From an optimization exercise on the open Yosys and OpenROAD flow, aimed at small area; shortcuts taken in it are not production practice. The RTL was checked by simulation tests, not by an equivalence proof against the original design. Power and IR drop assume default switching activity.

[design/flow/design.v]
`timescale 1ns / 1ps
module ted
(
	input         clk,				 
	input         reset,
	input  [15:0] addr_in,
	output [15:0] addr_out,
	input   [7:0] data_in,
	output  [7:0] data_out,
	input         rw,
	output        cpuclk,			 
	output  [6:0] color,				 
	output        csync,
	output reg    hsync,
	output reg    vsync,
	output reg    hblank,
	output reg    vblank_out,
	input         wide,
	output        ce_pix,
	output        irq,
	output        ba,
	output reg    cs_io,
	output reg    cs_ram,
	output reg    cs0,
	output reg    cs1,
	output reg    aec,
	output  [4:0] snd,
	output        pal,
	input   [7:0] k,
	input   [1:0] tvmode,
	output        cpuenable			 
);
parameter TIMER1LO=6'h00;
parameter TIMER1HI=6'h01;
parameter TIMER2LO=6'h02;
parameter TIMER2HI=6'h03;
parameter TIMER3LO=6'h04;
parameter TIMER3HI=6'h05;
parameter CONTROL1=6'h06;
parameter CONTROL2=6'h07;
parameter KEYLATCH=6'h08;
parameter IRQ		=6'h09;
parameter IRQEN	=6'h0A;
parameter RASTER	=6'h0B;
parameter CURPOSHI=6'h0C;
parameter CURPOSLO=6'h0D;
parameter CH1FREQLO=6'h0E;
parameter CH2FREQLO=6'h0F;
parameter CH2FREQHI=6'h10;
parameter SOUNDCTRL=6'h11;
parameter BMAPBASE=6'h12;
parameter CHARBASE=6'h13;
parameter VIDEOBASE=6'h14;
parameter BGCOLOR0=6'h15;
parameter BGCOLOR1=6'h16;
parameter BGCOLOR2=6'h17;
parameter BGCOLOR3=6'h18;
parameter EXCOLOR=6'h19;
parameter CHARPOSRELOADHI=6'h1A;
parameter CHARPOSRELOADLO=6'h1B;
parameter VSCANPOSHI=6'h1C;
parameter VSCANPOSLO=6'h1D;
parameter HSCANPOS=6'h1E;
parameter FLASH_VERTSUB=6'h1F;
parameter ROMEN=6'h3E;
parameter RAMEN=6'h3F;
localparam IDLE=3'b000,THALT1=3'b001,THALT2=3'b010,THALT3=3'b011,TDMA=3'b100;
reg [2:0] dma_state,dma_nextstate;			 
reg [15:0] timer1,timer1_reload;													 
reg [15:0] timer2;																			 
reg [15:0] timer3;																			 
reg test,ecm,bmm,den,rsel;										 
reg [2:0] yscroll;																				 
reg bmm_reg,ecm_reg;																	 
reg reverse,stop,mcm,csel;									          
reg [2:0] xscroll;																				 
reg reverse_reg,mcm_reg;																 
reg [7:0] keylatch;																			 
reg Cnt1Irq,Cnt2Irq,Cnt3Irq,RasterIrq;
wire LPIrq=1'b1;				 
reg enCnt1Irq,enCnt2Irq,enCnt3Irq,enRasterIrq;
wire enLPIrq=1'b0; 	 
reg [8:0] RasterCmp;																			 
reg [9:0] CursorPos;																			 
reg [9:0] Ch1Freq;																			 
reg [9:0] Ch2Freq;																			 
reg damode,ch2noise,ch2en,ch1en;										 
reg [3:0] volume;																				 
reg [2:0] bmapbase;																			 
reg charrom;																						 
reg [5:0] charbase;																			 
reg clkmode;																						 
reg [4:0] vmbase;																				 
reg [6:0] bgcolor0,bgcolor1,bgcolor2,bgcolor3,excolor;	 
reg [9:0] CharPosReload;																	 
reg [8:0] vcounter;							   											 
reg [8:0] hcounter;							   											 
reg [4:0] FlashCount;																			 
reg [2:0] VertSubCount;																		 
reg [7:0] refreshcounter;
reg refresh;
reg [3:0] phicounter;				    			 
reg phi;												 
reg singleclock;									 
reg [8:0] hcounter_next;
reg [8:0] vcounter_next;
reg [8:0] videoline;								 
reg [7:0] dataout_reg;							 
reg [7:0] data_in_reg;									 
reg [5:0] addr_in_reg;									 
reg [6:0] colorreg;								 
reg ramen;											 
reg t1stop,t2stop,t3stop;			 
reg resetRasterIrq, resetCnt1Irq,resetCnt2Irq,resetCnt3Irq;  
reg RasterIrqDone;									 
reg enabledisplay;									 
reg badline2;										 
reg ext_fetch;										 
reg char_fetch;										 
reg dma_window;										 
reg char_window;									 
reg inc_flashcount_window;						 
reg inc_vertsub_window;							 
reg inc_vertline_window;							 
reg hpos_0,hpos_8,hpos_154,hpos_172,hpos_288,hpos_295,hpos_296,hpos_303,hpos_304;
reg hpos_312,hpos_320,hpos_336,hpos_343,hpos_348,hpos_352,hpos_359,hpos_380,hpos_382;
reg hpos_384,hpos_391,hpos_392,hpos_400,hpos_407,hpos_424,hpos_431,hpos_432,hpos_440,hpos_1,hpos_321;
reg inc_charpos;									 
reg [15:0] addr_out_reg;								 
reg [15:0] tedaddress;									 
reg datahold;										 
reg VertSubActive;									 
reg tedwrite_delay;								 
reg csyncreg,palreg,equalization,eq1,eq2;		 
reg [9:0] videocounter;							 
reg inc_videocounter;								 
reg [9:0] videocounter_reload;				 
reg [9:0] CharPosition;							 
reg CharPosLatch;									 
reg latch_window;									 
reg latch_charposition;							 
reg [7:0] attr_buf [0:39];								 
reg [7:0] char_buf [0:39];								 
reg [7:0] currentchar,waitingchar,pixelchar;	 
reg [7:0] nextattr,currentattr,waitingattr,pixelattr;	
reg [7:0] nextpixels,currentpixels,waitingpixels;
reg [7:0] pixelshiftreg;							 
reg [5:0] shiftcount;								 
reg verticalscreen;								 
reg widescreen,narrowscreen;				 
reg videoshift;										 
reg nextcursor,currentcursor,waitingcursor;   
reg [6:0] pixelcolor;									 
reg doubleshift;									 
reg dotfetch;												 
reg dotfetch_reg;									 
reg [2:0] xscroll_latch;							 
reg [2:0] yscroll_latch;							 
reg vblank;							 
reg refresh_inc;									 
reg stopreg;											 
reg [1:0] audiocycle;								 
reg [9:0] ch1count,ch2count;			 
reg ch1state,ch2state;						 
reg ch1stateclk_prev,ch2stateclk_prev;
reg [7:0] noisegen;								 
reg [4:0] digivolume;								 
reg [17:0] watchdog_ch1;	 
integer i;
integer j;
integer n;
wire dphi;													 
wire [8:0] EOS,VS_START,VS_STOP,EQ_START,EQ_STOP,VBLANK_START,VBLANK_STOP;		 
wire tick8;													 
wire blanking;												 
wire lowrom,highrom;										 
wire irqpos;												 
wire io,tedreg,tedwrite;								 
wire badline;												 
wire attr_fetch_line;									 
wire tedlatch;												 
wire [7:0] charpointer,attrpointer;
wire multicolor;											 
wire pixelscreen;											 
wire ch1clk,ch2clk;										 
wire ch1stateclk,ch2stateclk;							 
wire ch1audio,ch2audio;									 
wire noise;													 
wire watchdog_ch1max;				 
wire cycle_end=(phicounter==15)?1'b1:1'b0;				 
wire single_cycle_end=(cycle_end & phi)?1'b1:1'b0;	 
always @(posedge clk) begin									 
	phicounter<=phicounter+1'd1;
	if(reset) begin								 
		phicounter<=4'b0;
	end
end
assign cpuclk = singleclock?phi:dphi;						 
assign dphi = phicounter[3];									 
assign cpuenable=(single_cycle_end)?1'b1:					 
						(cycle_end && !singleclock)?1'b1:
						1'b0;
always @(posedge clk) begin									 
	if (cycle_end)	phi<=~phi;											
	if(reset) begin								 
		phi<=1'b0;
	end
end
always @(posedge clk)											 
	begin
	if(single_cycle_end)											 
		singleclock<=((enabledisplay & ext_fetch) | refresh | clkmode | stop);		 
		if(reset) begin								 
		singleclock<=1'b0;
	end
end
always @(posedge clk)
	begin
	if(single_cycle_end)
		stopreg<=stop;
		if(reset) begin								 
		stopreg<=1'b0;
	end
end
always @(posedge clk)											 
	begin
	if(hpos_296)
		ext_fetch<=0;
	else if(hpos_400)
		ext_fetch<=1;
		if(reset) begin								 
		ext_fetch<=1'b0;
	end
end
assign attr_fetch_line=(videoline>=0 && videoline<203);
always @(posedge clk)											 
	begin
	if(hpos_336)
		refresh<=0;
	else if(hpos_296)
		refresh<=1;
		if(reset) begin								 
		refresh<=1'b0;
	end
end
always @(posedge clk)											 
	begin
	if(hpos_343)
		refresh_inc<=0;
	else if(hpos_303)
		refresh_inc<=1;
		if(reset) begin								 
		refresh_inc<=1'b0;
	end
end
always @(posedge clk)
	begin
		if(single_cycle_end & (refresh_inc|stopreg))
					refreshcounter<=refreshcounter+1'd1;
		else	if(hpos_431 & (videoline==0|refresh_inc|stopreg))
			refreshcounter<=8'h00;
		if(reset) begin								 
		refreshcounter<=8'h00;
	end
end
assign tick8=(phicounter[1:0]==3)?1'b1:1'b0;  
assign ce_pix = tick8;
always @(posedge clk)
	begin
		hcounter<=hcounter_next;
		vcounter<=vcounter_next;
		if(hpos_392)
			videoline<=vcounter;
		if(reset) begin								 
		hcounter<=9'b0;
		vcounter<=9'b0;
		videoline<=9'b0;
	end
end
always @*									 
	begin
	hcounter_next=hcounter;
		if (tedlatch & addr_in_reg[5:0]==HSCANPOS)								 
			begin
				hcounter_next=hcounter+1'd1;
				hcounter_next[8:3]=~data_in_reg[7:2];		 
			end
		else if (tick8 & ~stopreg)
			begin
				if (hcounter==9'd455)
					hcounter_next=9'd0;
				else
					hcounter_next=hcounter+1'd1;
			end
	end
always @*									 
	begin
	vcounter_next=vcounter;
		if(tedwrite & addr_in[5:1]==5'b01110)								 
			begin
			if(addr_in[0]==0)
				vcounter_next={data_in[0],vcounter[7:0]};
			else vcounter_next={vcounter[8],data_in};
			end
		else if(inc_vertline_window & single_cycle_end)
				begin
					if (vcounter==EOS)
							vcounter_next=0;
					else	vcounter_next=vcounter+1'd1;
				end
	end
always @(posedge clk)
	begin
	if(hpos_384)
		inc_vertline_window<=1;
	else if (single_cycle_end)
		inc_vertline_window<=0;
		if(reset) begin								 
		inc_vertline_window<=1'b0;
	end
end
wire [15:0] tdec_in=phicounter[3] ? timer2 : (phi ? timer3 : ((timer1==16'd0) ? timer1_reload : timer1));
wire [15:0] tdec_out=tdec_in-1'd1;
always @(posedge clk) begin
	if(tedwrite)												 
		begin
		if (addr_in[5:0]==TIMER1LO)
			begin
				timer1[7:0]<=data_in;
				timer1_reload[7:0]<=data_in;
				t1stop<=1;
			end
		if (addr_in[5:0]==TIMER1HI)
			begin
				timer1[15:8]<=data_in;
				timer1_reload[15:8]<=data_in;
				t1stop<=0;
			end
		end
	if(phicounter==7 && ~phi & ~t1stop & ~stopreg)			 
		begin															
		timer1<=tdec_out;
		end
	if(reset) begin
		t1stop <= 1;
		timer1 <= 16'hFFFF;
	end
	if(reset) begin								 
		timer1_reload<=16'b0;
	end
end
always @(posedge clk) begin
	if(tedwrite)													 
		begin
		if (addr_in[5:0]==TIMER2LO)
			begin
				timer2[7:0]<=data_in;
				t2stop<=1;
			end
		if (addr_in[5:0]==TIMER2HI)
			begin
				timer2[15:8]<=data_in;
				t2stop<=0;
			end
		end
	else if(phicounter==15 && phi==0 && t2stop==0 && stopreg==0)		 
	begin
		timer2<=tdec_out;
	end
	if(reset) begin
		t2stop <= 1;
		timer2 <= 16'hFFFF;
	end
end
always @(posedge clk) begin
	if(tedwrite)
		begin
		if (addr_in[5:0]==TIMER3LO)							 
			begin
				timer3[7:0]<=data_in;
				t3stop<=1;
			end
		if (addr_in[5:0]==TIMER3HI)
			begin
				timer3[15:8]<=data_in;
				t3stop<=0;
			end
		end
	if(phicounter==7 && phi==1 && t3stop==0 && stopreg==0)				 
		begin
		timer3<=tdec_out;
		end
	if(reset) begin
		t3stop <= 1;
		timer3 <= 16'hFFFF;
	end
end
assign irqpos=(phicounter==4 & ~phi)?1'b1:1'b0;
always @(posedge clk)
	begin
	if(reset|resetCnt1Irq)
		Cnt1Irq<=0;
	else if(irqpos && timer1==0)
		Cnt1Irq<=1;
	end
always @(posedge clk)
	begin
	if(reset|resetCnt2Irq)
		Cnt2Irq<=0;
	else if(irqpos && timer2==0)
		Cnt2Irq<=1;
	end
always @(posedge clk)
	begin
	if(reset|resetCnt3Irq)
		Cnt3Irq<=0;
	else if(irqpos && timer3==0) 
		Cnt3Irq<=1;
	end
always @(posedge clk)
	begin
	if (reset|resetRasterIrq)
		RasterIrq<=0;
	else	if (RasterCmp==vcounter)
		begin
		if(~RasterIrqDone & tick8)			 
			begin
			RasterIrq<=1;
			RasterIrqDone<=1;
			end
		end
	else RasterIrqDone<=0;
		if(reset) begin								 
		RasterIrqDone<=1'b0;
	end
end
assign irq=~((enCnt1Irq & Cnt1Irq)|(enCnt2Irq & Cnt2Irq)| (enCnt3Irq & Cnt3Irq) | (enRasterIrq & RasterIrq) | (enLPIrq & LPIrq));
always @(posedge clk)
	begin
		if((singleclock & ~phi) | (dma_state==TDMA))
			aec<=0;
		else aec<=1;
		if(reset) begin								 
		aec<=0;
	end
end
assign ba=(dma_state==IDLE)?1'b1:1'b0;
assign badline=((yscroll_latch==videoline[2:0]) & enabledisplay & attr_fetch_line)?1'b1:1'b0;			 
always @(posedge clk)
	begin
	if(inc_vertline_window & single_cycle_end)
		begin
		if(badline)
			badline2<=1;
		else if(badline2)
			badline2<=0;
		end
		if(reset) begin								 
		badline2<=1'b0;
	end
end
always @(posedge clk)										 
	begin
	if(single_cycle_end)
		yscroll_latch<=yscroll;
		if(reset) begin								 
		yscroll_latch<=3'b0;
	end
end
always @(posedge clk)
	begin
	if(videoline==0 && den==1)
		enabledisplay<=1;
	if(videoline==204)
		enabledisplay<=0;
		if(reset) begin								 
		enabledisplay<=1'b0;
	end
end
always @(posedge clk)					 
	begin
	if(videoline==9'd204)
		char_fetch<=0;
	else if(badline2)
		char_fetch<=1;
		if(reset) begin								 
		char_fetch<=1'b0;
	end
end
always @(posedge clk)					 
	begin
	if(hpos_296)
		inc_charpos<=0;
	else if(hpos_432)
		inc_charpos<=1;
		if(reset) begin								 
		inc_charpos<=1'b0;
	end
end
always @(posedge clk)					 
	begin
	latch_charposition<=0;
	if(hpos_288)
		latch_window<=1;
	else if(single_cycle_end & latch_window)
		begin
		latch_window<=0;
		latch_charposition<=1;			 
		end
		if(reset) begin								 
		latch_charposition<=1'b0;
		latch_window<=1'b0;
	end
end
always @(posedge clk)
	begin
	if(hpos_392)
		begin
		if(VertSubCount==6)
			CharPosLatch<=1;				 
		else 
			CharPosLatch<=0;
		end
		if(reset) begin								 
		CharPosLatch<=1'b0;
	end
end
always @(posedge clk)					 
	begin
	if(tedwrite & addr_in[5:0]==CHARPOSRELOADHI)
			CharPosReload[9:8]<=data_in[1:0];
	else if(tedwrite & addr_in[5:0]==CHARPOSRELOADLO)
			CharPosReload[7:0]<=data_in;
	else if(hpos_392 & videoline==EOS)		 
			CharPosReload<=0;
	else if(CharPosLatch & latch_charposition & VertSubActive)				 
			CharPosReload<=CharPosition;
		if(reset) begin								 
		CharPosReload<=10'b0;
	end
end
always @(posedge clk)									 
	begin
	if(hpos_392)											 
		CharPosition<=0;
	else
		begin
		if(hpos_432 & enabledisplay & VertSubActive)										 
			CharPosition<=CharPosReload;
		else if(inc_charpos & single_cycle_end)
			CharPosition<=CharPosition+1'd1;
		end
		if(reset) begin								 
		CharPosition<=10'b0;
	end
end
always @(posedge clk)
	begin
	dma_state<=dma_nextstate;
		if(reset) begin								 
		dma_state<=IDLE;
	end
end
always @*
	begin
	dma_nextstate=dma_state;
	case(dma_state)
	IDLE:		begin	
				if((badline|badline2) & dma_window)
					dma_nextstate=THALT1;
				end
	THALT1:	begin
				if((badline|badline2) & dma_window & single_cycle_end)
					dma_nextstate=THALT2;
				else if (~dma_window | ~(badline|badline2))
					dma_nextstate=IDLE;
				end
	THALT2:	begin
				if((badline|badline2) & dma_window & single_cycle_end)
					dma_nextstate=THALT3;
				else if (~dma_window | ~(badline|badline2))
					dma_nextstate=IDLE;
				end
	THALT3:	begin
				if((badline|badline2) & dma_window & single_cycle_end)
					dma_nextstate=TDMA;
				else if (~dma_window | ~(badline|badline2))
					dma_nextstate=IDLE;
				end
	TDMA:		begin
				if (~dma_window | ~(badline|badline2))
					dma_nextstate=IDLE;
				end
	default:	dma_nextstate=IDLE;
	endcase	
	end
always @(posedge clk)
	begin
	if(hpos_407 & tick8)
		dma_window<=1;
	else if(hpos_295 & tick8)
		dma_window<=0;
		if(reset) begin								 
		dma_window<=1'b0;
	end
end
always @(posedge clk)				 
	begin
	if(enabledisplay)
		begin
		if(hpos_296 | shiftcount==6'd40)
			inc_videocounter<=0;
		else if(hpos_432)
			inc_videocounter<=1;
		end
		if(reset) begin								 
		inc_videocounter<=1'b0;
	end
end
always @(posedge clk)
	begin
	if(hpos_392 & videoline==EOS)	 
		videocounter_reload<=0;
		else if(inc_videocounter && hcounter_next == 9'd432 && tick8)  
		videocounter_reload<=videocounter+1'd1;
	else if(VertSubCount==6 && latch_charposition && enabledisplay)			 
		videocounter_reload<=videocounter;
		if(reset) begin								 
		videocounter_reload<=10'b0;
	end
end	
always @(posedge clk)						 
	begin
	if(enabledisplay)
		begin
		if(hpos_432)
			videocounter<=videocounter_reload;
		else if(inc_videocounter & single_cycle_end)							 
			videocounter<=videocounter+1'd1;
		end
		if(reset) begin								 
		videocounter<=10'b0;
	end
end
wire inc_videocounter_nx = reset ? 1'b0 :
		(enabledisplay ? ((hpos_296 | shiftcount==6'd40) ? 1'b0 : (hpos_432 ? 1'b1 : inc_videocounter)) : inc_videocounter);
wire buf_shift_nx = ~reset & (phicounter==4'd14) & phi & inc_videocounter_nx;
reg buf_shift,buf_hold;
always @(posedge clk) begin
	buf_shift<=buf_shift_nx;
	buf_hold<=~reset & ~buf_shift_nx;
end
always @(posedge clk)
	begin
	attr_buf[0]<=({8{buf_shift}} & (badline ? data_in : attr_buf[39])) | ({8{buf_hold}} & attr_buf[0]);
	char_buf[0]<=({8{buf_shift}} & (badline2 ? data_in : char_buf[39])) | ({8{buf_hold}} & char_buf[0]);
	for(i=1;i<40;i=i+1) begin
		attr_buf[i]<=({8{buf_shift}} & attr_buf[i-1]) | ({8{buf_hold}} & attr_buf[i]);
		char_buf[i]<=({8{buf_shift}} & char_buf[i-1]) | ({8{buf_hold}} & char_buf[i]);
		end
	end
always @(posedge clk)
	begin
	if(single_cycle_end)
		begin
		if(inc_videocounter)
			begin
			nextattr<=attr_buf[39];
			shiftcount<=shiftcount+1'd1;
			if(((CursorPos==CharPosition) && VertSubActive) || (CursorPos==0 && CharPosition==0))					 
				nextcursor<=1;
			else nextcursor<=0;
			end
		else begin
			nextattr<=0;
			shiftcount<=0;
			end
		nextchar_valid<=inc_videocounter;
		end
		if(reset) begin
		nextattr<=8'b0;
		shiftcount<=6'b0;
		nextcursor<=1'b0;
		nextchar_valid<=1'b0;
	end
end
reg nextchar_valid;
wire [7:0] nextchar=char_buf[0] & {8{nextchar_valid}};
always @(posedge clk)							 
	begin
	if(hpos_304)
		char_window<=0;
	else if(hpos_440 & enabledisplay)
		char_window<=1;
		if(reset) begin								 
		char_window<=1'b0;
	end
end
always @(posedge clk)								 
	begin
	if(char_window)
		begin
		if(hpos_440)
			nextpixels<=0;
		else if(cycle_end & ~phi)
			nextpixels<=data_in;
		end
		if(reset) begin								 
		nextpixels<=8'b0;
	end
end
always @(posedge clk)
	begin
	if(hpos_392)					
		inc_vertsub_window<=1;
	else if(single_cycle_end)
		inc_vertsub_window<=0;
	if (hpos_380 & badline)													 
		VertSubActive<=1;
	else if (~enabledisplay)												 
		VertSubActive<=0;
		if(reset) begin								 
		inc_vertsub_window<=1'b0;
		VertSubActive<=1'b0;
	end
end
always @(posedge clk)
		begin
			if(tedwrite && addr_in[5:0]==FLASH_VERTSUB)					 
				VertSubCount<=data_in[2:0];
			else 
				if(inc_vertsub_window & single_cycle_end)					 
						if (videoline==0)											 
							VertSubCount<=3'd7;
						else if(enabledisplay & VertSubActive) 
							VertSubCount<=VertSubCount+1'd1;					 
			if(reset) begin								 
		VertSubCount<=3'b0;
	end
end
always @(posedge clk)
	begin
	if(hpos_348)
		inc_flashcount_window<=1;
	else if(single_cycle_end)
		inc_flashcount_window<=0;
	if(tedwrite && addr_in[5:0]==FLASH_VERTSUB)
			FlashCount[3:0]<=data_in[6:3];
	else if(videoline==205 & inc_flashcount_window & single_cycle_end)
			FlashCount<=FlashCount+1'd1;
		if(reset) begin								 
		inc_flashcount_window<=1'b0;
		FlashCount<=5'b0;
	end
end
always @(hcounter)
	begin
	hpos_0=0;
	hpos_1=0;
	hpos_8=0;
	hpos_154=0;
	hpos_172=0;
	hpos_288=0;
	hpos_295=0;
	hpos_296=0;
	hpos_303=0;
	hpos_304=0;
	hpos_312=0;
	hpos_320=0;
	hpos_321=0;
	hpos_336=0;
	hpos_343=0;
	hpos_348=0;
	hpos_352=0;
	hpos_359=0;
	hpos_380=0;
	hpos_382=0;
	hpos_384=0;
	hpos_391=0;
	hpos_392=0;
	hpos_400=0;
	hpos_407=0;
	hpos_424=0;
	hpos_431=0;
	hpos_432=0;
	hpos_440=0;
	case (hcounter)
				0:		hpos_0=1;				 
				1:    hpos_1=1;
				8:		hpos_8=1;				 
				154:  hpos_154=1;				 
				172:	hpos_172=1;				 
				288:	hpos_288=1;				 
				295:	hpos_295=1;				 
				296:	hpos_296=1;				 
				303:	hpos_303=1;				 
				304:  hpos_304=1;				 
				312:	hpos_312=1;				 
				320: 	hpos_320=1;				 
				321:  hpos_321=1;
				336:  hpos_336=1;				 
				343:	hpos_343=1;				 
				348:	hpos_348=1;				 
				352:	hpos_352=1;				 
				359:	hpos_359=1;				 
				380:	hpos_380=1;
				382:	hpos_382=1;				 
				384:	hpos_384=1;				 
				391: 	hpos_391=1;	
				392:	hpos_392=1;				 
				400:  hpos_400=1;				 
				407:	hpos_407=1;				 
				424:	hpos_424=1;				 
				431:	hpos_431=1;				 
				432:	hpos_432=1;				 
				440:  hpos_440=1;				 
				default:;
	endcase				
end
always @(posedge clk)									 
	begin
		if(rsel==1) begin
			if(videoline==9'd4)					 
				verticalscreen<=1;
			else if (videoline==9'd204)			 
				verticalscreen<=0;
		 end
		else begin
			if(videoline==9'd8)					 
				verticalscreen<=1;
			else if(videoline==9'd200)			 
				verticalscreen<=0;
		end
		if(reset) begin								 
		verticalscreen<=1'b0;
	end
end
always @(posedge clk)									 
	begin
		if(enabledisplay & verticalscreen) 
			begin 
				if(hpos_320 & tick8)
					widescreen<=0;
				else if (hpos_0 & tick8)
					widescreen<=1;
				if(hpos_312 & tick8)
					narrowscreen<=0;
				else if (hpos_8 & tick8)
					narrowscreen<=1;
			end
		if(reset) begin								 
		widescreen<=1'b0;
		narrowscreen<=1'b0;
	end
end
always @(posedge clk)
	begin
	if (hpos_312)
		videoshift<=0;
	else if(enabledisplay & hpos_440)
		videoshift<=1;
		if(reset) begin								 
		videoshift<=1'b0;
	end
end
always @(posedge clk)						 
	begin
	if(hpos_440)
		begin
		waitingattr<=0;
		waitingchar<=0;
		waitingpixels<=0;
		currentattr<=0;
		currentchar<=0;
		currentpixels<=0;
		end
	else if(cycle_end & videoshift)
		begin
		if(phi)
			begin
			currentchar<=nextchar;
			waitingchar<=currentchar;
			currentattr<=nextattr;
			waitingattr<=currentattr;
			waitingpixels<=currentpixels;
			currentcursor<=nextcursor;
			waitingcursor<=currentcursor;
			end
		else if(~phi)
			currentpixels<=nextpixels;
		end
		if(reset) begin								 
		waitingattr<=8'b0;
		waitingchar<=8'b0;
		waitingpixels<=8'b0;
		currentattr<=8'b0;
		currentchar<=8'b0;
		currentpixels<=8'b0;
		currentcursor<=1'b0;
		waitingcursor<=1'b0;
	end
end
wire cursor=(waitingcursor & ~FlashCount[4]);
always @(posedge clk)										 
	begin
	if (single_cycle_end)
		begin
		xscroll_latch<=xscroll;
		ecm<=ecm_reg;
		bmm<=bmm_reg;
		reverse<=reverse_reg;
		mcm<=mcm_reg;
		end
		if(reset) begin								 
		xscroll_latch<=3'b0;
		ecm<=1'b0;
		bmm<=1'b0;
		reverse<=1'b0;
		mcm<=1'b0;
	end
end
always @(posedge clk)										 
	begin
	if(videoshift | widescreen)												 
		begin
		if(tick8)									
			begin
				doubleshift<=~doubleshift;
				if(hcounter[2:0] == xscroll_latch)				 
					begin
					doubleshift<=0;
					if(cursor & ~bmm & ~ecm & ~mcm)		 
						pixelshiftreg<=waitingpixels^8'hFF;
					else pixelshiftreg<=waitingpixels;
					pixelattr<=waitingattr;					 
					pixelchar<=waitingchar;
					end
				else
					begin
					if(~multicolor)
						pixelshiftreg<={pixelshiftreg[6:0],1'b0};
					else if(doubleshift)											 
						pixelshiftreg<={pixelshiftreg[5:0],2'b0};
					end
			end
		end
	else pixelshiftreg<=0;									 
		if(reset) begin								 
		doubleshift<=1'b0;
		pixelshiftreg<=8'b0;
		pixelattr<=8'b0;
		pixelchar<=8'b0;
	end
end
assign pixelscreen=(csel)?widescreen:narrowscreen;					 
assign multicolor= mcm & (ecm | pixelattr[3] | bmm);			 
wire onscreen=pixelscreen & enabledisplay;
wire ps7=pixelshiftreg[7], ps6=pixelshiftreg[6];
wire m_text=~bmm & ~ecm;							 
wire m_ecm=~mcm & ~bmm & ecm;						 
wire m_bmp=~mcm & bmm & ~ecm;						 
wire m_mcbmp=mcm & bmm & ~ecm;					 
wire mc_text=m_text & multicolor;
wire st_text=m_text & ~multicolor;
wire st_fg=(reverse|mcm) ? ps7 : ((ps7 & ~(pixelattr[7] & FlashCount[4])) ^ pixelchar[7]);
wire s_attr=onscreen & ((st_text & st_fg) | (mc_text & ps7 & ps6) | (m_ecm & ps7));
wire s_attr_b3=onscreen & ((st_text & st_fg) | (m_ecm & ps7));		 
wire s_bmp1=onscreen & ((m_bmp & ps7) | (m_mcbmp & ~ps7 & ps6));
wire s_bmp0=onscreen & ((m_bmp & ~ps7) | (m_mcbmp & ps7 & ~ps6));
wire s_bg0=onscreen & ((st_text & ~st_fg) | ((mc_text | m_mcbmp) & ~ps7 & ~ps6) | (m_ecm & ~ps7 & ~pixelchar[7] & ~pixelchar[6]));
wire s_bg1=onscreen & ((mc_text & ~ps7 & ps6) | (m_mcbmp & ps7 & ps6) | (m_ecm & ~ps7 & ~pixelchar[7] & pixelchar[6]));
wire s_bg2=onscreen & ((mc_text & ps7 & ~ps6) | (m_ecm & ~ps7 & pixelchar[7] & ~pixelchar[6]));
wire s_bg3=onscreen & m_ecm & ~ps7 & pixelchar[7] & pixelchar[6];
wire s_ex=~onscreen;
always @*
	begin
	pixelcolor=({7{s_attr}} & {pixelattr[6:4],pixelattr[3] & s_attr_b3,pixelattr[2:0]})
		| ({7{s_bmp1}} & {pixelattr[2:0],pixelchar[7:4]})
		| ({7{s_bmp0}} & {pixelattr[6:4],pixelchar[3:0]})
		| ({7{s_bg0}} & bgcolor0)
		| ({7{s_bg1}} & bgcolor1)
		| ({7{s_bg2}} & bgcolor2)
		| ({7{s_bg3}} & bgcolor3)
		| ({7{s_ex}} & excolor);
	end
always @(posedge clk)						 
	begin
	if (tick8 | reset)
		colorreg<=pixelcolor & {7{~(blanking | reset)}};
	end
assign pal = !tvmode ? !palreg : tvmode[0];
assign EOS = pal?9'd311:9'd261;					 
assign VS_START = pal?9'd254:9'd229;			 
assign VS_STOP = pal?9'd257:9'd232; 			 
assign EQ_START = pal?9'd251:9'd226;			 
assign EQ_STOP = pal?9'd260:9'd235;				 
assign VBLANK_START = pal?9'd251:9'd226; 		 
assign VBLANK_STOP = pal?9'd269:9'd244;		 
always @(posedge clk)								 
	begin
	csyncreg<=(equalization)?(eq1&eq2)^vsync:hsync;
		if(reset) begin								 
		csyncreg<=1'b0;
	end
end
always @(posedge clk)								 
	begin
	if (videoline==VS_START && hpos_400)
		vsync<=1;
	else if (videoline==VS_STOP && hpos_400)
		vsync<=0;
		if(reset) begin								 
		vsync<=0;
	end
end
always @(posedge clk)								 
	begin
	if(videoline==EQ_START && hpos_400)
		equalization<=1;
	else if (videoline==EQ_STOP && hpos_400)
		equalization<=0;
		if(reset) begin								 
		equalization<=1'b0;
	end
end
always @(posedge clk)								 
	begin
	if(hpos_154)
		eq1<=0;
	else if (hpos_172)
		eq1<=1;
	if(hpos_382)
		eq2<=0;
	else if (hpos_400)
		eq2<=1;
		if(reset) begin								 
		eq1<=1'b1;
		eq2<=1'b1;
	end
end
always @(posedge clk)								 
	begin
	if(hpos_359)
		hsync<=0;
	else if (hpos_391)
		hsync<=1;
		if(reset) begin								 
		hsync<=0;
	end
end
always @(posedge clk) begin							 
	if((wide && hpos_1) || (~wide && hpos_424)) begin										
		if(videoline==VBLANK_STOP) vblank_out<=0;
		hblank<=0;
	end else if((wide && hpos_321) || (~wide && hpos_352)) begin		 
		if(videoline==VBLANK_START) vblank_out<=1;
		hblank<=1;
	end
	if(reset) begin								 
		vblank_out<=0;
		hblank<=0;
	end
end
always @(posedge clk)							 
	begin
	if(videoline==VBLANK_STOP)
		vblank<=0;
	else if(videoline==VBLANK_START)
		vblank<=1;
		if(reset) begin								 
		vblank<=1'b0;
	end
end
assign blanking=hblank|vblank;
assign csync=csyncreg;
assign color=colorreg;
always @(posedge clk)		 
	begin
case (phicounter)			 
	1:		begin	
				cs_io<=1;
				cs_ram<=1;
				cs0<=1;
				cs1<=1;
			end
	7:		if(io) cs_io<=0;
			else if(~tedreg) begin
				cs_ram<=0;
				if(rw & ((~ramen & ~dotfetch_reg) | (charrom & dotfetch_reg ))) begin	 
					cs0<=~lowrom;	          
					cs1<=~highrom;           
					cs_ram<=lowrom|highrom;  
				end
			end
	endcase
	if(reset) begin								 
		cs_io<=1;
		cs_ram<=1;
		cs0<=1;
		cs1<=1;
	end
	end
assign lowrom=(addr_in[15:14]==2'b10);							 
assign highrom=(addr_in[15:14]==2'b11);							 
assign io=(addr_in[15:8]==8'hFD || addr_in[15:8]==8'hFE);	 
assign tedreg=(addr_in[15:6]==10'b1111111100 && (addr_in[5]==0 || addr_in[5:1]==7'b11111));		 
assign addr_out=(~aec)?addr_out_reg:16'hffff;
always @(posedge clk)
	begin
		if(cycle_end)
			begin
			addr_out_reg<=tedaddress;
			dotfetch_reg<=dotfetch;
			end
		if(reset) begin								 
		addr_out_reg<=0;
		dotfetch_reg<=1'b0;
	end
end
assign charpointer=(inc_videocounter)?((badline2)?data_in:char_buf[39]):8'd0;	
always @*
	begin
	tedaddress=16'hffff;
	dotfetch=0;
	if(phi==0)						 
		begin
		if(dma_state==TDMA)
			tedaddress={vmbase,(badline)?1'b0:1'b1,videocounter};				 
		end
	else  
		begin						  
		if(refresh_inc|stopreg)				 
			tedaddress={8'hff,refreshcounter};
		else if(inc_charpos & char_fetch)
			begin
			dotfetch=1;
			if(~bmm)				 
				begin
				tedaddress=(~reverse)?{charbase[5:0],charpointer[6:0],VertSubCount}:{charbase[5:1],charpointer,VertSubCount};
				tedaddress[10:9]=(ecm)?2'b00:tedaddress[10:9];
				end
			else
				tedaddress={bmapbase,CharPosition,VertSubCount};	 
			end
		end
	end
assign tedwrite=tedreg&~rw&cycle_end;		 
assign tedlatch=tedwrite_delay & (phicounter==3);		 
always @(posedge clk)
	begin
		if(tedwrite)
			tedwrite_delay<=1;
		else if (phicounter==3)
			tedwrite_delay<=0;
		if(reset) begin								 
		tedwrite_delay<=1'b0;
	end
end
wire [7:0] wdata=data_in & {8{~reset}};				 
wire wr=tedwrite;
wire [5:0] wa=addr_in[5:0];
wire ld_ctrl1=reset | (wr && wa==CONTROL1);
wire ld_ctrl2=reset | (wr && wa==CONTROL2);
wire ld_key=reset | (wr && wa==KEYLATCH);
wire ld_irqen=reset | (wr && wa==IRQEN);
wire ld_raster=reset | (wr && wa==RASTER);
wire ld_curhi=reset | (wr && wa==CURPOSHI);
wire ld_curlo=reset | (wr && wa==CURPOSLO);
wire ld_ch1lo=reset | (wr && wa==CH1FREQLO);
wire ld_ch2lo=reset | (wr && wa==CH2FREQLO);
wire ld_ch2hi=reset | (wr && wa==CH2FREQHI);
wire ld_snd=reset | (wr && wa==SOUNDCTRL);
wire ld_bmap=reset | (wr && wa==BMAPBASE);
wire ld_charb=reset | (wr && wa==CHARBASE);
wire ld_video=reset | (wr && wa==VIDEOBASE);
wire wr_ram=wr && wa[5:1]==5'b11111;
wire ld_ram=reset | wr_ram;
wire ld_inreg=reset | wr;
wire [6:0] cdata={7{~reset}} & ({7{wr}} | data_in_reg[6:0]);
wire ld_bg0=reset | (wr && wa==BGCOLOR0) | (tedlatch && addr_in_reg==BGCOLOR0);
wire ld_bg1=reset | (wr && wa==BGCOLOR1) | (tedlatch && addr_in_reg==BGCOLOR1);
wire ld_bg2=reset | (wr && wa==BGCOLOR2) | (tedlatch && addr_in_reg==BGCOLOR2);
wire ld_bg3=reset | (wr && wa==BGCOLOR3) | (tedlatch && addr_in_reg==BGCOLOR3);
wire ld_ex=reset | (wr && wa==EXCOLOR) | (tedlatch && addr_in_reg==EXCOLOR);
always @(posedge clk)
	begin
	if(ld_inreg) begin data_in_reg<=wdata; addr_in_reg<=wa & {6{~reset}}; end
	if(ld_ctrl1) {test,ecm_reg,bmm_reg,den,rsel,yscroll}<=wdata;
	if(ld_ctrl2) {reverse_reg,palreg,stop,mcm_reg,csel,xscroll}<=wdata;
	if(ld_key) keylatch<=k | {8{reset}};
	if(ld_irqen) {enCnt3Irq,enCnt2Irq,enCnt1Irq,enRasterIrq,RasterCmp[8]}<={wdata[6],wdata[4],wdata[3],wdata[1],wdata[0]};
	if(ld_raster) RasterCmp[7:0]<=wdata;
	if(ld_curhi) CursorPos[9:8]<=wdata[1:0];
	if(ld_curlo) CursorPos[7:0]<=wdata;
	if(ld_ch1lo) Ch1Freq[7:0]<=wdata;
	if(ld_ch2lo) Ch2Freq[7:0]<=wdata;
	if(ld_ch2hi) Ch2Freq[9:8]<=wdata[1:0];
	if(ld_snd) {damode,ch2noise,ch2en,ch1en,volume}<=wdata;
	if(ld_bmap) {bmapbase,charrom,Ch1Freq[9:8]}<=wdata[5:0];
	if(ld_charb) {charbase,clkmode}<=wdata[7:1];
	if(ld_video) vmbase<=wdata[7:3];
	if(ld_ram) ramen<=wr_ram & wa[0];				 
	if(ld_bg0) bgcolor0<=cdata;
	if(ld_bg1) bgcolor1<=cdata;
	if(ld_bg2) bgcolor2<=cdata;
	if(ld_bg3) bgcolor3<=cdata;
	if(ld_ex) excolor<=cdata;
	end
always @(posedge clk)									 
	begin
	resetRasterIrq<=1'b0;
	resetCnt1Irq<=1'b0;
	resetCnt2Irq<=1'b0;
	resetCnt3Irq<=1'b0;
	if (wr && wa==IRQ)
		begin
		resetCnt3Irq<=data_in[6];
		resetCnt2Irq<=data_in[4];
		resetCnt1Irq<=data_in[3];
		resetRasterIrq<=data_in[1];
		end
	if(reset) begin
		resetRasterIrq<=0;
		resetCnt1Irq<=0;
		resetCnt2Irq<=0;
		resetCnt3Irq<=0;
	end
	end
reg [7:0] rdval;									 
always @*
	begin
	case(addr_in[5:0])
	TIMER1LO:			rdval=timer1[7:0];
	TIMER1HI:			rdval=timer1[15:8];
	TIMER2LO:			rdval=timer2[7:0];
	TIMER2HI:			rdval=timer2[15:8];
	TIMER3LO:			rdval=timer3[7:0];
	TIMER3HI:			rdval=timer3[15:8];
	CONTROL1:			rdval={test,ecm,bmm,den,rsel,yscroll};
	CONTROL2:			rdval={reverse,~pal,stop,mcm,csel,xscroll};
	KEYLATCH:			rdval=keylatch;
	IRQ:					rdval={~irq,Cnt3Irq,1'b1,Cnt2Irq,Cnt1Irq,LPIrq,RasterIrq,1'b1};
	IRQEN:				rdval={1'b1,enCnt3Irq,1'b1,enCnt2Irq,enCnt1Irq,enLPIrq,enRasterIrq,RasterCmp[8]};
	RASTER:				rdval=RasterCmp[7:0];
	CURPOSHI:			rdval={6'h3f,CursorPos[9:8]};
	CURPOSLO:			rdval=CursorPos[7:0];
	CH1FREQLO:			rdval=Ch1Freq[7:0];
	CH2FREQLO:			rdval=Ch2Freq[7:0];
	CH2FREQHI:			rdval={6'h1f,Ch2Freq[9:8]};
	SOUNDCTRL:			rdval={damode,ch2noise,ch2en,ch1en,volume};
	BMAPBASE:			rdval={2'b11,bmapbase,charrom,Ch1Freq[9:8]};
	CHARBASE:			rdval={charbase,clkmode,~ramen};
	VIDEOBASE:			rdval={vmbase,3'b111};
	BGCOLOR0:			rdval={1'b1,bgcolor0};
	BGCOLOR1:			rdval={1'b1,bgcolor1};
	BGCOLOR2:			rdval={1'b1,bgcolor2};
	BGCOLOR3:			rdval={1'b1,bgcolor3};
	EXCOLOR:				rdval={1'b1,excolor};
	CHARPOSRELOADHI:	rdval={6'h3f,CharPosReload[9:8]};
	CHARPOSRELOADLO:	rdval=CharPosReload[7:0];
	VSCANPOSHI:			rdval={7'h7f,vcounter[8]};
	VSCANPOSLO:			rdval=vcounter[7:0];
	HSCANPOS:			rdval={hcounter[8:2],1'b0};
	FLASH_VERTSUB:		rdval={1'b1,FlashCount[3:0],VertSubCount};
	ROMEN:				rdval=8'h00;
	RAMEN:				rdval=8'h00;
	default:				rdval=8'hff;
	endcase
	end
wire dout_ff=reset | (phicounter==4'd1);
wire dout_ld=dout_ff | (tedreg & rw & (phicounter==4'd7));
always @(posedge clk)
	begin
	if(dout_ld)
		dataout_reg<=rdval | {8{dout_ff}};
	if(tedreg & rw & (phicounter==4'd10))		 
		datahold<=1;
	if(phicounter==1)
		datahold<=0;
	if(reset)
		datahold<=1'b0;
	end
assign data_out=(datahold)?dataout_reg:8'hff;
assign snd=(ch1audio & ch2audio) ? {digivolume[3:0],1'b0} : ((ch1audio | ch2audio) ? digivolume : 5'd0);  
always @(posedge clk)						 
	begin
	if(single_cycle_end)
		audiocycle<=audiocycle+1'd1;
		if(reset) begin								 
		audiocycle<=2'b0;
	end
end
assign ch1clk=single_cycle_end&(audiocycle==2'b11);		 
assign ch2clk=single_cycle_end&(audiocycle==2'b01);		 
always @(posedge clk)
	begin
	if(ch1clk)
		begin
		if((ch1count==10'h3fe) || damode)
			ch1count<=Ch1Freq;
		else	ch1count<=ch1count+1'd1;
		end
		if(reset) begin								 
		ch1count<=10'h3ff;
	end
end
assign ch1stateclk=(ch1count==10'h3fe)?1'b1:1'b0;
always @(posedge clk)	 
	begin
	ch1stateclk_prev<=ch1stateclk;
	if(damode|watchdog_ch1max)							 
		ch1state<=0;
	else if(~ch1stateclk_prev & ch1stateclk)		 
				ch1state<=~ch1state;						 
		if(reset) begin								 
		ch1stateclk_prev<=1'b0;
		ch1state<=1'b0;
	end
end
assign ch1audio=(ch1en)?~ch1state:1'b0;		 
always @(posedge clk)									 
	begin
	if((~ch1stateclk_prev & ch1stateclk)|watchdog_ch1max)		 
		watchdog_ch1<=0;
	else if(ch1clk)										 
		watchdog_ch1<={watchdog_ch1[16:0],~(watchdog_ch1[17]^watchdog_ch1[10])};
		if(reset) begin								 
		watchdog_ch1<=18'b0;
	end
end
assign watchdog_ch1max=(watchdog_ch1==18'h2833d)?1'b1:1'b0;	
always @(posedge clk)
	begin
	if(ch2clk)
		begin
		if((ch2count==10'h3fe) || damode)
			ch2count<=Ch2Freq;
		else	ch2count<=ch2count+1'd1;
		end
		if(reset) begin								 
		ch2count<=10'h3ff;
	end
end
assign ch2stateclk=(ch2count==10'h3fe)?1'b1:1'b0;
always @(posedge clk)	 
	begin
	ch2stateclk_prev<=ch2stateclk;
	if(damode)												 
		ch2state<=0;
	else if(~ch2stateclk_prev & ch2stateclk)		 
				ch2state<=~ch2state;						 
		if(reset) begin								 
		ch2stateclk_prev<=1'b0;
		ch2state<=1'b0;
	end
end
assign ch2audio=(ch2en)?~ch2state:noise;		 
always @(posedge clk)
	begin
	if(damode)
		noisegen<=0;
	else if(~ch2stateclk_prev & ch2stateclk)
		begin
		for(n=1;n<8;n=n+1)
			begin
			noisegen[n]<=noisegen[n-1];
			end
		noisegen[0]<=1'b1^noisegen[7]^noisegen[5]^noisegen[4]^noisegen[1];
		end
		if(reset) begin								 
		noisegen<=8'b0;
	end
end
assign noise=(ch2noise)?noisegen[0]:1'b0;		 
wire [2:0] volume_m1=volume[2:0]-3'd1;
always @*
	digivolume=volume[3] ? 5'd15 : ((volume[2:0]==3'd0) ? 5'd0 : {1'b0,volume_m1,1'b1});
endmodule
[design/flow/run.sh]
#!/bin/bash
# synth_recipe.tcl (not shown) runs the flow's synth.tcl, then flattens the netlist and writes it again
# the make line also repeats each setting of config.mk as NAME=value (left out here)
make -C /OpenROAD-flow-scripts/flow DESIGN_CONFIG=/design/flow/config.mk WORK_HOME=/design/flow/orfs CLKGATE_MAP_FILE= SYNTH_SCRIPT=/design/flow/synth_recipe.tcl finish
[design/flow/config.mk]
export PLATFORM = sky130hd
export DESIGN_NAME = ted
export DESIGN_NICKNAME = ted
export VERILOG_FILES = /design/flow/design.v
export SDC_FILE = /design/flow/constraint.sdc
export NUM_CORES = 4
export LEC_CHECK = 0
export CAP_MARGIN = 20
export CORE_MARGIN = 2
export CORE_UTILIZATION = 70
export CTS_BUF_LIST = sky130_fd_sc_hd__clkbuf_16
export CTS_CLUSTER_DIAMETER = 100
export CTS_CLUSTER_SIZE = 24
export PLACE_DENSITY = 0.85
export SLEW_MARGIN = 20
[design/flow/constraint.sdc]
create_clock -name core_clock -period 10.0 [get_ports {clk}]
set_input_delay 2.0000 -clock core_clock [delete_from_list [all_inputs] [get_ports {clk}]]
set_output_delay 2.0000 -clock core_clock [all_outputs]
set_load 0.01 [all_outputs]
==> flow_summary.yaml, run 1 <==
final_layout:
  num-nets-final: 4432
  n_fill_cell: 4587
  seq_area_um2: 25200
  layout_common_cells: "sky130_fd_sc_hd__dfxtp_1 (1024), sky130_fd_sc_hd__a22o_1 (665), sky130_fd_sc_hd__nand2_1 (534)"
  layout_commonest_cell: "sky130_fd_sc_hd__dfxtp_1"
  final_layout_size_suffix_gt1_frac: 0.0511
  multi_input_comb_area_um2: 18900
  largest_registers: "attr_buf (320), char_buf (320), watchdog_ch1 (18)"
  synthToLayoutAreaGrowth_pct: 5.92
  antenna_cells_inserted: 0
cts:
  clk_tree_root_cell: "sky130_fd_sc_hd__clkbuf_16"
  cts_tree: "built"
  clock_sinks: 1182
  max-clock-path-buffers: 3
  htreeDepth: 2
  ctsResizeCount: 0
  cts.reportedPaths.clkPinSlew_ps: 100
  cts.hold.buffers_added: 0
  cts_setup_buffers: 0
  tritoncts.num_buffers: 55
  clk_latency_ps: 690
worst_setup_path:
  timing.critical_path.slowest_stage_cell: "sky130_fd_sc_hd__clkdlybuf4s50_1"
  regToRegSetupSlack_ps: 5730
  path_class: "input pin to output pin"
  critPathCaptureType: "output pin"
  crit_path_start_kind: "input pin"
  critical_path.reg2reg.endpoint: "FlashCount[4]$_SDFFE_PP0P_"
  r2r.worst_path.cells: 10
  worstPathArrival_ps: 4240
  critPathMaxFanout: 14
  r2r-start: "phicounter[0]$_SDFF_PP0_"
  worst-endpoint-required_ps: 8000
  timing.critical_path.from: "tvmode[1]"
  critPathTopFamily: "buffers and inverters"
  cp_cell_sequence: "clkdlybuf4s50_1 > nor2_1 > nor2_1 > inv_1 > clkdlybuf4s50_1"
  timing.critical_path.to: "pal"
  worst-path-buf-inv: 3
  critical_path_cell_count: 5
  crit_path_max_incr_delay_ps: 680
synthesis:
  post_synth_cell_types: 99
  synth-seq-cells: 1182
  synth-xor-area-share: 0.0158
  synth-simple-area-share: 0.139
  postSynth.asyncResetShare: 0
  syn_warnings: 3
  netlist_instances: 4502
  synth_top_family_by_area: "compound AO/OA/AOI/OAI gates"
  synthesized_net_count: 4567
  netlist_area_um2: 45500
  synth_compound_gate_area_share: 0.232
  synth.avg_cell_area_um2: 10.1
  synth.area.mux_share: 0.0181
  post_synth_fa_ha_maj_area_fraction: 0.00764
  synth_flop_cell: "sky130_fd_sc_hd__dfxtp_1"
  post_synth_edffs: 156
  synth_seq_area_share: 0.554
timing:
  finClkSkew_ps: 38.8
  rsz_0062_raised_after_global_routing: "false"
  layout_min_cycle_time_ps: 6240
  final-max-slew-violation-count: 0
  slew-limit-headroom: 0.285
  report.final.setup_viol: 0
  setup_total_negative_slack_ps: 0
  tightest_slew_ps: 1070
  number_of_endpoints_with_negative_hold_slack_in_the_final_report: 0
  max_freq_mhz: 160
  final_min_period_over_clock_period: 0.624
detailed_routing:
  drt_drc_violations_left: 0
  wirelength_um: 120000
  routed-via-count: 35400
  route.met3.wl_um: 12300
  route.antenna.remaining_nets: 0
  first_pass_iters: 19
  drt_iter0_markers: 4490
  avgViaCountPerCell: 6.77
  routed_length_on_met1_um: 48300
  average_detailed_routed_wire_length_per_instance_um: 22.9
  wl_met2_um: 51700
  maxUsedRoutingLayer: "met5"
placed_design:
  buffer_ports.inserted: 89
  place_congestion: 1.02
  detailed_place_hpwl_um: 80500
floorplan:
  num_rows: 93
  die_y_um: 259
  floorplan.initialDensity: 0.707
  core_area_um2: 64300
  die_width_um: 259
  design.die.area_um2: 67100
  boundaryPins: 90
pwr:
  leakage_nw: 17.5
  total_power_w: 0.00770
  clock_power_share: 0.325
  ir_worst_vdd_v: 0.000163
  cellInternalPower_w: 0.00598
  power.sequential.fraction: 0.639
  netSwitchingPower_w: 0.00172
  power.share.combinational: 0.036
  netSwitchingFraction: 0.224
  pwr_density_cell_nw_per_um2: 160
global_route:
  antenna_found_initial: 2
  first_pass_grt_wire_length_um: 184000
  groute.usage.overall: 0.346
  grt_pass1_vias: 32300
  grt_max_degree: 119
  grt.overflow.total: 0
min_path:
  min_delay_path_depth: 1
  timing.hold.worst.class: "flip-flop to flip-flop"
run_status:
  outcome: "no timing/DRC/antenna violations"
run:
  drv.max_cap_violation_count: 0
==> power groups by stage <==
stage	clock network (W)	logic (W)	registers, W
final	0.00251	0.000276	0.00492
after global placement	0	0.000261	0.00502
after detailed placement	0	0.000265	0.00502
after floorplan	0	0.000166	0.00499
after CTS	0.00253	0.000266	0.00491
after global routing	0.00268	0.000288	0.00492
==> logic make-up (layout without fill, tap and decap cells) <==
| group | count (synthesis) | after routing |
|---|---|---|
| AOI/OAI and AO/OA | 1403 | 1403 |
| xor gates and xnor gates | 81 | 81 |
| adders and majority gates | 28 | 28 |
| buffers and inverters | 386 | 267 |
| DFF | 1182 | 1182 |
| muxes | 77 | 77 |
| and+or+nand+nor | 1345 | 1345 |
==> per-stage QoR <==
stage | hold slack, ps | util | cell area (µm²) | worst slack (ps) | instances
6_report | 396 | 0.749 | 48200 | 3760 | 5238
5_1_grt | 406 | 0.749 | 48200 | 3640 | 5238
4_1_cts | 394 | 0.748 | 48100 | 3880 | 5235
3_5_place_dp | 379 | 0.724 | 46600 | 3890 | 5162
3_3_place_gp | 376 | 0.724 | 46600 | 3920 | 5162
2_1_floorplan | 373 | - | 45500 | 5410 | 4502
==> cells in the mapped netlist, drive strengths merged (9+ instances only) <==
library cell  instances  area (µm²)
dfxtp              1026       20500
a22o                665        5820
nand2               536        2010
clkbuf              290        1090
nor2                280        1050
a21oi               279        1410
edfxtp              156        4680
nand3               133         666
o21ai               107         539
a22oi                69         518
nor3                 65         342
a211oi               64         480
xnor2                54         480
inv                  48         180
buf                  46         219
mux2i                42         420
nand4                40         256
or2                  37         231
and2                 36         225
a221oi               35         307
mux2                 35         402
and3                 34         213
nor2b                31         201
nand2b               30         188
a31oi                27         169
ha                   27         338
xor2                 27         236
nor4                 25         156
o22ai                23         144
or3                  18         113
a21o                 15         113
nand3b               15         113
nor4b                12         111
nor3b                11        87.6
o211ai               11        82.6
o221ai               11        96.3
a32oi                10        87.6
a211o                 9        78.8
a222oi                9        90.1
and4                  9        78.8
o31ai                 9        72.6
or4                   9        67.6
==> worst min path at each step <==
stage | startpoint | endpoint | slack (ps)
finish | resetCnt1Irq$_SDFF_PP0_ | Cnt1Irq$_SDFFE_PP0P_ | 400
detailed placement | resetCnt3Irq$_SDFF_PP0_ | Cnt3Irq$_SDFFE_PP0P_ | 380
CTS | resetCnt3Irq$_SDFF_PP0_ | Cnt3Irq$_SDFFE_PP0P_ | 390
floorplan | resetCnt1Irq$_SDFF_PP0_ | Cnt1Irq$_SDFFE_PP0P_ | 370
global placement | resetCnt1Irq$_SDFF_PP0_ | Cnt1Irq$_SDFFE_PP0P_ | 380
global route | resetCnt1Irq$_SDFF_PP0_ | Cnt1Irq$_SDFFE_PP0P_ | 410
==> layout make-up <==
class / instances / share of cell area
tap: 855 / 0.0222
timing repair buffer: 144 / 0.0274
clock inverter: 18 / 0.00330
multi-input combinational: 2934 / 0.391
inverter: 50 / 0.00389
clock buffer: 55 / 0.0285
sequential: 1182 / 0.523
==> routing by layer <==
metal,vias to the layer above,GRT usage
li1,16300,-
met1,16900,0.469
met2,1812,0.517
met3,460,0.0745
met4,4,0.197
met5,-,0
==> run 2: changes to the inputs <==
==> design/flow/flow/run.sh (new file) <==
#!/bin/bash
# The standard layout (standard.sh) with two changes:
#  - the logic is mapped by ABC with an area-oriented script (flow/abc_area_map.script)
#    in place of ORFS's delay-oriented abc_speed.script; everything else in synthesis,
#    including the flip-flop mapping, is ORFS's own;
#  - port buffers use the smallest buffer cell.
set -e
rm -rf scripts_local
cp -r "$FLOW_HOME/scripts" scripts_local
cp flow/abc_area_map.script scripts_local/abc_speed.script
export SCRIPTS_DIR="$PWD/scripts_local"
export BUFFER_PORTS_ARGS="-buffer_cell sky130_fd_sc_hd__buf_1"
bash standard.sh > standard.log 2>&1
==> design/flow/flow/abc_area_map.script (new file) <==
strash
ifraig
scorr
dc2
strash
&get -n
&st
&dch
&nf -a -R 1000
&st
&syn2
&dch
&nf -a -R 1000
&st
&syn2
&dch
&nf -a -R 1000
&st
&dch -f
&nf -a -R 1000
&put
topo
==> design/flow/standard.sh (new file) <==
#!/bin/bash
# synth_recipe.tcl (not shown) runs the flow's synth.tcl, then flattens the netlist and writes it again
# the make line also repeats each setting of config.mk as NAME=value (left out here)
make -C /OpenROAD-flow-scripts/flow DESIGN_CONFIG=/design/flow/config.mk WORK_HOME=/design/flow/orfs CLKGATE_MAP_FILE= SYNTH_SCRIPT=/design/flow/synth_recipe.tcl "${@:-finish}"
removed: design/flow/run.sh
==> run 2 against run 1 <==
  * Register-to-register slack got worse by 190 ps
  * Synthesized cell count fell by 10%
  * Fmax fell by 2.2%
  * Largest cell class unchanged
  * Still clean on timing, DRC and antenna
  * Highest routed layer unchanged
  * Via count fell by 2.7%
  * Final cell count fell by 3.7%
  * Synthesized area fell by 5.2%
  * Power fell by 0.67%
  * Utilization rose by 0.74 points
  * First-iteration DRC count rose by 15%
==> flow_summary.yaml, run 2 <==
global_route:
  grt_pass1_vias: 31200
  grt_max_degree: 266
  grt.overflow.total: 0
  first_pass_grt_wire_length_um: 181000
  antenna_found_initial: 5
  groute.usage.overall: 0.361
final_layout:
  n_fill_cell: 4396
  layout_commonest_cell: "sky130_fd_sc_hd__dfxtp_1"
  layout_common_cells: "sky130_fd_sc_hd__dfxtp_1 (1024), sky130_fd_sc_hd__a22o_1 (668), sky130_fd_sc_hd__nand2_1 (375)"
  largest_registers: "attr_buf (320), char_buf (320), watchdog_ch1 (18)"
  synthToLayoutAreaGrowth_pct: 7.64
  finalInstanceArea_um2: 46400
  final_layout_size_suffix_gt1_frac: 0.0291
  num-nets-final: 4306
synthesis:
  netlist.top_cell.by_area: "sky130_fd_sc_hd__dfxtp_1"
  syn_warnings: 3
  netlist_area_um2: 43100
  synth-seq-cells: 1182
  cell_types_occupying_the_most_area_after_synthesis: "sky130_fd_sc_hd__dfxtp_1 (48%), sky130_fd_sc_hd__a22o_1 (14%), sky130_fd_sc_hd__edfxtp_1 (11%)"
  netlist.area_leader.share: 0.476
  postSynth.asyncResetShare: 0
  netlist_instances: 4045
  post_synth_edffs: 156
  synth_commonest_cells: "sky130_fd_sc_hd__dfxtp_1 (1026), sky130_fd_sc_hd__a22o_1 (668), sky130_fd_sc_hd__nand2_1 (375)"
  synth.avg_cell_area_um2: 10.7
  synth_flop_cell: "sky130_fd_sc_hd__dfxtp_1"
  post_synth_cell_types: 64
  synth_seq_area_share: 0.585
  synth_most_common_cell: "sky130_fd_sc_hd__dfxtp_1"
  synthesized_net_count: 4110
min_path:
  min_delay_path_depth: 1
  timing.hold.worst.class: "flip-flop to flip-flop"
timing:
  setup_total_negative_slack_ps: 0
  slew-limit-headroom: 0.238
  tightest_slew_ps: 1130
  layout_min_cycle_time_ps: 6380
  report.final.setup_viol: 0
  final_min_period_over_clock_period: 0.638
  finClkSkew_ps: 23.0
  max_freq_mhz: 157
  number_of_endpoints_with_negative_hold_slack_in_the_final_report: 0
  rsz_0062_raised_after_global_routing: "false"
  final-max-slew-violation-count: 0
cts:
  ctsResizeCount: 0
  cts.reportedPaths.clkPinSlew_ps: 100
  htreeDepth: 2
  cts_tree: "built"
  clk_tree_root_cell: "sky130_fd_sc_hd__clkbuf_16"
  clock_sinks: 1182
  cts.hold.buffers_added: 0
  cts_setup_buffers: 0
  clk_latency_ps: 660
  max-clock-path-buffers: 3
  tritoncts.num_buffers: 55
worst_setup_path:
  r2r.worst_path.cells: 10
  path_class: "input pin to flip-flop"
  critPathMaxFanout: 13
  critPathCaptureType: "flip-flop"
  worst-endpoint-required_ps: 10570
  crit_path_start_kind: "input pin"
  worstPathArrival_ps: 6950
pwr:
  clock_power_share: 0.323
  leakage_nw: 16.8
  netSwitchingPower_w: 0.00171
  power.share.combinational: 0.033
  ir_worst_vdd_v: 0.000168
  power.sequential.fraction: 0.645
  pwr_density_cell_nw_per_um2: 165
  netSwitchingFraction: 0.223
  cellInternalPower_w: 0.00594
detailed_routing:
  average_detailed_routed_wire_length_per_instance_um: 23.5
  avgViaCountPerCell: 6.83
  route.antenna.remaining_nets: 0
  drt_drc_violations_left: 0
  first_pass_iters: 10
  routed-via-count: 34500
  wirelength_um: 118000
  drt_iter0_markers: 5155
floorplan:
  floorplan.initialDensity: 0.703
  design.die.area_um2: 63600
  boundaryPins: 90
  num_rows: 91
  die_width_um: 252
  core_area_um2: 61400
  die_y_um: 252
run:
  drv.max_cap_violation_count: 0
placed_design:
  place_congestion: 1.08
  detailed_place_hpwl_um: 80200
  placedInstanceArea_um2: 44900
  buffer_ports.inserted: 89
run_status:
  outcome: "no timing/DRC/antenna violations"
-- run 2: cell type report --
cell class / instances / area (µm²) / share of cell area
Timing Repair Buffer: 139 / 754 / 0.0162
Clock buffer: 56 / 1400 / 0.0302
Tap cell: 790 / 988 / 0.0213
Multi-Input combinational cell: 2802 / 17700 / 0.382
Inverter: 61 / 229 / 0.00493
Sequential cell: 1182 / 25200 / 0.543
Clock inverter: 15 / 95.1 / 0.00205
Antenna cell: 1 / 2.50 / 0.0000539
-- run 2: logic make-up (layout without fill, tap and decap cells) --
logic type	after synthesis	count (layout)	synth area share
other cells	0	1	0
buf+inv	61	271	0.00531
simple gates	1199	1199	0.129
compound gates	1482	1482	0.253
fa+ha+maj	27	27	0.00783
mux	21	21	0.00537
xor+xnor	73	73	0.0148
flops	1182	1182	0.585
-- run 2: worst max-delay path, stage by stage --
cell	delay, ps
sky130_fd_sc_hd__buf_1	460
sky130_fd_sc_hd__nand2_1	260
sky130_fd_sc_hd__o21ai_0	290
sky130_fd_sc_hd__and3_1	220
sky130_fd_sc_hd__nor2b_1	750
sky130_fd_sc_hd__nand2_1	650
sky130_fd_sc_hd__nor3_1	1010
sky130_fd_sc_hd__nor2_1	390
sky130_fd_sc_hd__a21oi_1	650
sky130_fd_sc_hd__nor2_1	100
sky130_fd_sc_hd__nor3_1	150
-- run 2: stage by stage --
step	util	hold slack [ps]	std cells	setup slack [ps]	power, W
final	0.757	394	5046	3620	0.00765
after detailed placement	0.732	384	4973	3320	0.00527
after global placement	0.732	384	4973	3520	0.00527
after global routing	0.757	411	5046	3480	0.00783
after CTS	0.756	398	5044	3980	0.00765
after floorplan	-	373	4045	3430	0.00513
-- run 2: power by group through the flow --
stage	Sequential [W]	Combinational (W)	Clock, W
floorplan	0.00502	0.000108	0
global placement	0.00503	0.000238	0
detailed placement	0.00503	0.000239	0
CTS	0.00492	0.000241	0.00249
global route	0.00493	0.000264	0.00263
finish	0.00493	0.000250	0.00247
-- run 2: path summary, 6_finish.rpt --
| path | slack [ps] | startpoint | end |
|---|---|---|---|
| setup / recovery | 3620 | addr_in[2] | CharPosReload[7]$_SDFFE_PP0P_ |
| hold / removal | 390 | resetCnt2Irq$_SDFF_PP0_ | Cnt2Irq$_SDFFE_PP0P_ |
| setup reg to reg | 5540 | phicounter[0]$_SDFF_PP0_ | CharPosReload[7]$_SDFFE_PP0P_ |
| hold reg to reg | 390 | resetCnt2Irq$_SDFF_PP0_ | Cnt2Irq$_SDFFE_PP0P_ |
-- run 2: layer usage --
layer / wire, µm / GRT usage / vias up
met1: 48200 / 0.495 / 16500
met2: 51200 / 0.538 / 1709
li1: - / - / 15900
met5: 44 / 0 / -
met3: 11300 / 0.0689 / 408
met4: 7620 / 0.204 / 6

static timing again, ports no longer ideal:
The flow's constraints put no driver on any port. The routed layouts listed below were extracted and timed again, unchanged, in two steps. Step 1, drivers: a clkbuf_16 drives clk and a buf_2 each remaining input, both assumed. Step 2 also shifts input and output timing later by t, the mid clock arrival at the registers, as if the neighbouring blocks saw the same clock. Three values: ideal ports, drivers, drivers and shift; two values: the first two.
| run | t (ns) | setup WS [ns] | cell pins on the clock port's net |
|---|---|---|---|
| run 1 | 0.734 | 3.763 / 3.733 / 3.733 | 1 |
| run 2 | 0.706 | 3.623 / 3.646 / 2.940 | 1 |
After both steps setup and hold are still met in every run listed. For run 2, which loses most, drivers alone change the setup slack by +0.023 ns; drivers and shift together by -0.683 ns.
